From an optimization exercise on the open Yosys and OpenROAD flow, aimed at small area, a short achievable clock period and few clock cycles; shortcuts taken in it are not production practice.
In this exercise RTL edits were held to simulation tests only and were not proved equivalent to the original.
Power figures rest on the tool's default switching activity, not on a simulated workload.

## run A
Design MFE, start of the top module:
module MFE(clk, reset, ready, busy, iaddr, idata, data_rd, addr, data_wr, wen);
Settings: LEC_CHECK=0, CAP_MARGIN=20, CORE_MARGIN=2, CORE_UTILIZATION=40, CTS_BUF_LIST=sky130_fd_sc_hd__clkbuf_4 sky130_fd_sc_hd__clkbuf_8, SETUP_SLACK_MARGIN=4.4, SLEW_MARGIN=20; clock period 7.0 ns.
standard.sh (not shown) runs the stock make flow with config.mk's settings and CLKGATE_MAP_FILE= SYNTH_SCRIPT=/design/flow/synth_recipe.tcl, a recipe that flattens the netlist after the stock synthesis.
==> flow/flow/run.sh <==
#!/bin/bash
# The standard layout (the standard.sh, all ORFS steps), with two changes:
#  - the ports get plain buf_2 buffers instead of the default delay-cell choice;
#  - clock tree synthesis uses no dummy loads.
set -euo pipefail
bash standard.sh \
  BUFFER_PORTS_ARGS="-buffer_cell sky130_fd_sc_hd__buf_2" \
  CTS_ARGS="-sink_clustering_enable -repair_clock_nets -dont_use_dummy_load -buf_list {sky130_fd_sc_hd__clkbuf_4 sky130_fd_sc_hd__clkbuf_8}" \
  finish > standard.log 2>&1
Run A finished all stages; the layout is clean.
Testbench counts of run A, summed over its fixed seeds: cycles 393,296.
Inputs modified between run A and run B:
- SETUP_SLACK_MARGIN changed from 4.4 to 4.5
diff --git a/flow/flow/run.sh b/flow/flow/run.sh
--- a/flow/flow/run.sh
+++ b/flow/flow/run.sh
@@ -1,3 +1,6 @@
 #!/bin/bash
-# The standard layout (the standard.sh, all ORFS steps), with two changes:
+# The standard layout (the standard.sh, all ORFS steps), with three changes:
+#  - Yosys's ABC maps with flow/abc_speed.script (the classic delay-targeted
+#    mapper) in place of ORFS's abc_speed.script; ORFS's scripts are otherwise
+#    used unchanged, from a copy in this folder;
 #  - the ports get plain buf_2 buffers instead of the default delay-cell choice;
@@ -5,3 +8,8 @@
 set -euo pipefail
+here=$(pwd)
+rm -rf "$here/orfs_scripts"
+cp -r "$FLOW_HOME/scripts" "$here/orfs_scripts"
+cp "$here/flow/abc_speed.script" "$here/orfs_scripts/abc_speed.script"
 bash standard.sh \
+  SCRIPTS_DIR="$here/orfs_scripts" \
   BUFFER_PORTS_ARGS="-buffer_cell sky130_fd_sc_hd__buf_2" \
==> flow/flow/abc_speed.script (new file) <==
strash
dch
map -D 1300
topo
buffer -c
upsize -c -D 1300
dnsize -c -D 1300
### Flow results
- Run B ended with every stage complete and zero timing, DRC or antenna violations.
- For run A, the critical setup path kind was flop to flop, unlike run B, where it was flop to output pin.
- Run B reports a lower detailed route wirelength on metal2 than run A does.
- Relative to run A, wire length has increased by 4.1% in run B.
- | die area | run B vs run A | ≈ equal |
- Run comparison: run B leading cell type in the layout, fill and taps excluded inv_1; run A leading cell type in the layout, fill and taps excluded dfxtp_1
- The largest net degree at the start of global routing in run B sits 21% above the value recorded for run A.
- Run B vs run A, area fraction in and, or, nand and nor cells after synthesis went down by 0.28 points.
- In terms of synthesized area, run A and run B differ only marginally.
Edits applied to the flow inputs when going from run B to run C:
- CORE_UTILIZATION: 40 -> 65
- PLACE_DENSITY: unset -> 0.75
==> flow/run.sh (new file) <==
#!/bin/bash
# synth_recipe.tcl (not shown) runs the flow's synth.tcl, then flattens the netlist and writes it again
# the make line also repeats each setting of config.mk as NAME=value (left out here)
make -C /OpenROAD-flow-scripts/flow DESIGN_CONFIG=/design/flow/config.mk WORK_HOME=/design/flow/orfs CLKGATE_MAP_FILE= SYNTH_SCRIPT=/design/flow/synth_recipe.tcl finish
removed: flow/flow/run.sh
removed: flow/flow/abc_speed.script
removed: flow/standard.sh
### Flow results
[run C vs run B] horizontal extent of the die: lower in run C. Looking at total power, run C sits about 130% above run B. Compare run C and run B | count of cell instances traversed by the critical path lower: run B. Run B → run C: wire length on met1 lost 6.7%; synthesized area per cell grew by about 26%; final-stage net count lower; leakage power fell 0.37%. The cell at the slowest stage of the critical path comes out dfxtp_2 in one run and a222oi_1 in the other, namely in run B and run C respectively.

========
== run 1 ==
MFE again, from the RTL that the note above started with.
clock: 7.0 ns
lec_check: 0
cap_margin: 20
core_margin: 2
core_utilization: 40
setup_slack_margin: 4.8
slew_margin: 20
run.sh (not shown) runs the stock make flow with config.mk's settings and CLKGATE_MAP_FILE= SYNTH_SCRIPT=/design/flow/synth_recipe.tcl, a recipe that flattens the netlist after the stock synthesis.
Stock flow here: none of the scripts above is used.
Run 1 reached the end of the flow, and the finished layout is clean on the timing, DRC and antenna checks.
Testbench counts of run 1, summed over its fixed seeds: cycles 393,296.
Setup changes, run 1 to run 2
# run 1
export LEC_CHECK = 0
export CAP_MARGIN = 20
export CORE_MARGIN = 2
export CORE_UTILIZATION = 40
export SETUP_SLACK_MARGIN = 4.8
export SLEW_MARGIN = 20
create_clock -name core_clock -period 7.0 [get_ports {clk}]
# run 2
export LEC_CHECK = 0
export CAP_MARGIN = 20
export CORE_MARGIN = 2
export CORE_UTILIZATION = 40
export CTS_BUF_LIST = sky130_fd_sc_hd__clkbuf_4 sky130_fd_sc_hd__clkbuf_8
export SETUP_SLACK_MARGIN = 4.5
export SLEW_MARGIN = 20
export TNS_END_PERCENT = 5
create_clock -name core_clock -period 7.0 [get_ports {clk}]
==> flow/flow/run.sh (new file) <==
#!/bin/bash
# The standard layout (the standard.sh, all ORFS steps), with two changes:
#  - the ports get plain buf_2 buffers instead of the default delay-cell choice;
#  - clock tree synthesis uses no dummy loads.
set -euo pipefail
bash standard.sh \
  BUFFER_PORTS_ARGS="-buffer_cell sky130_fd_sc_hd__buf_2" \
  CTS_ARGS="-sink_clustering_enable -repair_clock_nets -dont_use_dummy_load -buf_list {sky130_fd_sc_hd__clkbuf_4 sky130_fd_sc_hd__clkbuf_8}" \
  finish > standard.log 2>&1
==> flow/standard.sh (new file) <==
#!/bin/bash
# synth_recipe.tcl (not shown) runs the flow's synth.tcl, then flattens the netlist and writes it again
# the make line also repeats each setting of config.mk as NAME=value (left out here)
make -C /OpenROAD-flow-scripts/flow DESIGN_CONFIG=/design/flow/config.mk WORK_HOME=/design/flow/orfs CLKGATE_MAP_FILE= SYNTH_SCRIPT=/design/flow/synth_recipe.tcl "${@:-finish}"
removed: flow/run.sh
==> comparison <==
Measured against each other, run 2 and run 1 differ in data arrival time of the critical path, the higher figure coming from run 1. Compared with run 1, run 2 shows count of clock-buffer cells in the layout lower by 10. In the flow results for run 2 and run 1, the shortest clock period the worst path allows after layout is larger on run 2. Comparing run 1 against run 2, there is no change at all in number of antenna violations at the first check in global routing.
--- input diff run 2..run 3 ---
# run 2
export LEC_CHECK = 0
export CAP_MARGIN = 20
export CORE_MARGIN = 2
export CORE_UTILIZATION = 40
export CTS_BUF_LIST = sky130_fd_sc_hd__clkbuf_4 sky130_fd_sc_hd__clkbuf_8
export SETUP_SLACK_MARGIN = 4.5
export SLEW_MARGIN = 20
export TNS_END_PERCENT = 5
create_clock -name core_clock -period 7.0 [get_ports {clk}]
# run 3
export LEC_CHECK = 0
export CAP_MARGIN = 20
export CORE_MARGIN = 2
export CORE_UTILIZATION = 40
export SETUP_SLACK_MARGIN = 4.5
export SLEW_MARGIN = 20
create_clock -name core_clock -period 7.0 [get_ports {clk}]
==> flow/run.sh (new file) <==
#!/bin/bash
# synth_recipe.tcl (not shown) runs the flow's synth.tcl, then flattens the netlist and writes it again
# the make line also repeats each setting of config.mk as NAME=value (left out here)
make -C /OpenROAD-flow-scripts/flow DESIGN_CONFIG=/design/flow/config.mk WORK_HOME=/design/flow/orfs CLKGATE_MAP_FILE= SYNTH_SCRIPT=/design/flow/synth_recipe.tcl finish
removed: flow/flow/run.sh
removed: flow/standard.sh
==> run summary <==
Run 3: setup slack after layout higher than run 2. From run 2 to run 3 the numbers moved as follows: power share of the clock group has increased; share of post-route cells with drive strength above 1 has decreased; total placed instance area has increased; clock skew has decreased. First-iteration DRC count in run 3 is 59 higher than in run 2. [compare] base=run 2 new=run 3: wire length higher; utilization higher; final-report max-slew violation count roughly the same.
The following lists how run 4 was set up differently from run 3:
# run 3
export LEC_CHECK = 0
export CAP_MARGIN = 20
export CORE_MARGIN = 2
export CORE_UTILIZATION = 40
export SETUP_SLACK_MARGIN = 4.5
export SLEW_MARGIN = 20
create_clock -name core_clock -period 7.0 [get_ports {clk}]
# run 4
export LEC_CHECK = 0
export CAP_MARGIN = 20
export CORE_MARGIN = 2
export CORE_UTILIZATION = 40
export CTS_BUF_LIST = sky130_fd_sc_hd__clkbuf_4 sky130_fd_sc_hd__clkbuf_8
export CTS_CLUSTER_DIAMETER = 150
export CTS_CLUSTER_SIZE = 40
export SETUP_SLACK_MARGIN = 4.5
export SLEW_MARGIN = 20
create_clock -name core_clock -period 7.0 [get_ports {clk}]
--- outcome ---
- Taking run 3 as the reference, in run 4 first-iteration DRC count shrank by 10%; fraction of power spent switching nets went up by 0.70 points; clock insertion delay at the later pin of the skew report moved up; worst path buffer plus inverter count rose by 1.
- Logic depth of the worst register-to-register path, run 3 and run 4, higher one = run 4.
- Going from run 3 to run 4, final critical-path share of the clock period roughly the same; post-route minimum period higher; detailed-routing iteration count for the pre-antenna-repair pass lower; final area lower.

========
before:
The RTL this note starts from:
==> flow/design.v <==
module MFE(clk, reset, ready, busy, iaddr, idata, data_rd, addr, data_wr, wen);
input              clk, reset;
input              ready;
output reg         busy;
output reg  [13:0] iaddr;
input       [ 7:0] idata;
input       [ 7:0] data_rd;
output reg  [13:0] addr;
output reg  [ 7:0] data_wr;
output reg         wen;
function gt8;
    input [7:0] a, b;
    reg [7:0] g1, e1;
    reg [3:0] g2, e2;
    reg [1:0] g3, e3;
    integer i;
    begin
        g1 = a & ~b;
        e1 = a | ~b;
        for (i = 0; i < 4; i = i + 1) begin
            g2[i] = g1[2*i+1] | (e1[2*i+1] & g1[2*i]);
            e2[i] = g1[2*i+1] | (e1[2*i+1] & e1[2*i]);
        end
        for (i = 0; i < 2; i = i + 1) begin
            g3[i] = g2[2*i+1] | (e2[2*i+1] & g2[2*i]);
            e3[i] = g2[2*i+1] | (e2[2*i+1] & e2[2*i]);
        end
        gt8 = g3[1] | (e3[1] & g3[0]);
    end
endfunction
reg        p_first, p_second, p_third;
reg  [1:0] pcnt;        
reg        zcol;        
wire [6:0] rrow = iaddr[13:7];
wire [6:0] rcol = iaddr[6:0];
wire       pix_ok = !((p_third && rrow == 7'd127) || (p_second && rrow == 7'd0));
reg  [7:0] r0;
reg  [7:0] q0, q1, q2;                 
wire       ce0 = gt8(q0, r0) | p_first;
wire       ce1 = gt8(q1, r0) | !p_third;
always @(posedge clk) begin
    r0 <= pix_ok ? idata : 8'd0;
    q0 <= ce0 ? r0 : q0;
    q1 <= ce0 ? q0 : (ce1 ? r0 : q1);
    q2 <= ce1 ? q1 : r0;
end
reg  [23:0] P, Q;
always @(posedge clk) begin
    Q <= P;
    P <= p_first ? {q2, q1, q0} : Q;
end
wire [7:0] ql = Q[ 7: 0];
wire [7:0] qm = Q[15: 8];
wire [7:0] qh = Q[23:16];
wire [7:0] vl = zcol ? 8'd0 : ql;
wire [7:0] vm = zcol ? 8'd0 : qm;
wire [7:0] vh = zcol ? 8'd0 : qh;
reg  [7:0] L, H, mn, mx;
wire gtL = gt8(ql, L) & ~zcol;
wire ltH = gt8(H, qh) | zcol;
wire gtm = gt8(qm, mn) & ~zcol;
wire ltx = gt8(mx, qm) | zcol;
always @(posedge clk) begin
    if (p_first | gtL) L <= vl;
    if (p_first | ltH) H <= vh;
    if (p_first) begin
        mn <= vm;
        mx <= vm;
    end else if (p_second) begin
        if (!gtm) mn <= vm;
        if (!ltx) mx <= vm;
    end else begin
        if (gtm) mn <= ltx ? vm : mx;
    end
end
wire f_ab = gt8(L, mn), f_ac = gt8(L, H), f_bc = gt8(mn, H);
wire [7:0] f_med = f_ab ? (f_bc ? mn : (f_ac ? H : L)) : (f_ac ? L : (f_bc ? H : mn));
always @(posedge clk) begin
    if (p_first) data_wr <= f_med;
end
always @(posedge clk or posedge reset) begin
    if (reset) begin
        busy     <= 1'b0;
        wen      <= 1'b0;
        p_first  <= 1'b0;
        p_second <= 1'b0;
        p_third  <= 1'b1;
        pcnt     <= 2'd0;
    end else begin
        wen <= busy && p_first && pcnt == 2'd3;
        if (!busy) begin
            pcnt <= 2'd0;
            if (ready) begin
                busy     <= 1'b1;
                p_first  <= 1'b1;
                p_third  <= 1'b0;
            end
        end else begin
            p_first  <= p_third;
            p_second <= p_first;
            p_third  <= p_second;
            if (p_first && pcnt != 2'd3) pcnt <= pcnt + 2'd1;
            if (wen && addr == 14'd16383) begin
                busy     <= 1'b0;
                p_first  <= 1'b0;
                p_second <= 1'b0;
                p_third  <= 1'b1;
            end
        end
    end
end
always @(posedge clk) begin
    zcol <= (p_second && rcol == 7'd1) || (p_third && rcol == 7'd2);
    if (!busy) begin
        iaddr <= ready ? 14'd16256 + 14'd128 : 14'd16256;
    end else begin
        iaddr <= iaddr + (p_second ? 14'd16129 : 14'd128);
    end
    addr <= iaddr - 14'd3;
end
endmodule
==> flow/config.mk <==
export PLATFORM = sky130hd
export DESIGN_NAME = MFE
export DESIGN_NICKNAME = MFE
export VERILOG_FILES = /design/flow/design.v
export SDC_FILE = /design/flow/constraint.sdc
export NUM_CORES = 4
export LEC_CHECK = 0
export CAP_MARGIN = 20
export CORE_MARGIN = 2
export CORE_UTILIZATION = 40
export CTS_BUF_LIST = sky130_fd_sc_hd__clkbuf_4 sky130_fd_sc_hd__clkbuf_8
export SETUP_SLACK_MARGIN = 4.5
export SLEW_MARGIN = 20
==> flow/constraint.sdc <==
create_clock -name core_clock -period 7.0 [get_ports {clk}]
set_input_delay 1.4000 -clock core_clock [delete_from_list [all_inputs] [get_ports {clk}]]
set_output_delay 1.4000 -clock core_clock [all_outputs]
set_load 0.01 [all_outputs]
standard.sh (not shown) runs the stock make flow with config.mk's settings and CLKGATE_MAP_FILE= SYNTH_SCRIPT=/design/flow/synth_recipe.tcl, a recipe that flattens the netlist after the stock synthesis.
==> flow/flow/run.sh <==
#!/bin/bash
# The standard layout (the standard.sh, all ORFS steps), with two changes:
#  - the ports get plain buf_2 buffers instead of the default delay-cell choice;
#  - clock tree synthesis uses no dummy loads.
set -euo pipefail
bash standard.sh \
  BUFFER_PORTS_ARGS="-buffer_cell sky130_fd_sc_hd__buf_2" \
  CTS_ARGS="-sink_clustering_enable -repair_clock_nets -dont_use_dummy_load -buf_list {sky130_fd_sc_hd__clkbuf_4}" \
  finish > standard.log 2>&1
Testbench counts of before, summed over its fixed seeds: cycles 393,296.
Edits applied to the flow inputs when going from before to after:
==> flow/run.sh (new file) <==
#!/bin/bash
# synth_recipe.tcl (not shown) runs the flow's synth.tcl, then flattens the netlist and writes it again
# the make line also repeats each setting of config.mk as NAME=value (left out here)
make -C /OpenROAD-flow-scripts/flow DESIGN_CONFIG=/design/flow/config.mk WORK_HOME=/design/flow/orfs CLKGATE_MAP_FILE= SYNTH_SCRIPT=/design/flow/synth_recipe.tcl finish
removed: flow/flow/run.sh
removed: flow/standard.sh
==> run summary <==
First-pass iteration count of the detailed router, after and before: smaller value in after. Comparing after and before, the higher worst hold slack is on after. Compared with before, after shows a worst setup margin that is 0.12 ns higher. Power of the combinational group ended up about 7% higher on after than on before. Signed area change from the synthesized netlist to the final layout, after and before, higher one = after. In the final reports, the cell area of after is larger than that of before. The final reports for after and before show buffer count from post-CTS setup fixing lower in the former. From before to after the numbers moved as follows: part of the total power dissipated in combinational logic decreased 3.1 points; clock distribution power went up by 120%; area of placed instances moved up. after vs before on sequential share of layout area: after is the lower one.

[re-timing with driven ports]
In the flow no input, the clock included, has a driving cell. The finished layouts below were timed again as built, in two steps. Step 1: set_driving_cell puts a clkbuf_16 on clk and a buf_2 on each other input, an assumption about the parent block. Step 2, shift: input delay + t, output delay - t, t = (earliest + latest rising clock arrival at the registers) / 2. This alone moves slack from input paths to output paths. a / b / c = ideal ports / drivers / drivers and shift; a / b = the first two.
run | shift t [ns] | setup slack, ns | worst register clock-pin slew, ns
run A | 0.478 | 4.479 / 4.462 / 4.479 | 0.08 / 0.08
run B | 0.471 | 4.575 / 4.537 / 4.672 | 0.08 / 0.08
run C | 0.468 | 4.491 / 4.491 / 4.476 | 0.09 / 0.09
run 1 | 0.457 | 4.550 / 4.525 / 4.546 | 0.06 / 0.06
run 2 | 0.471 | 4.467 / 4.430 / 4.493 | 0.08 / 0.08
run 3 | 0.458 | 4.534 / 4.493 / 4.386 | 0.06 / 0.06
run 4 | 0.487 | 4.525 / 4.485 / 4.421 | 0.09 / 0.09
before | 0.571 | 4.401 / 4.364 / 4.530 | 0.12 / 0.12
after | 0.487 | 4.525 / 4.485 / 4.421 | 0.09 / 0.09
After both steps setup and hold are still met in every run listed. For run 3, which loses most, drivers alone change the setup slack by -0.041 ns; drivers and shift together by -0.148 ns.
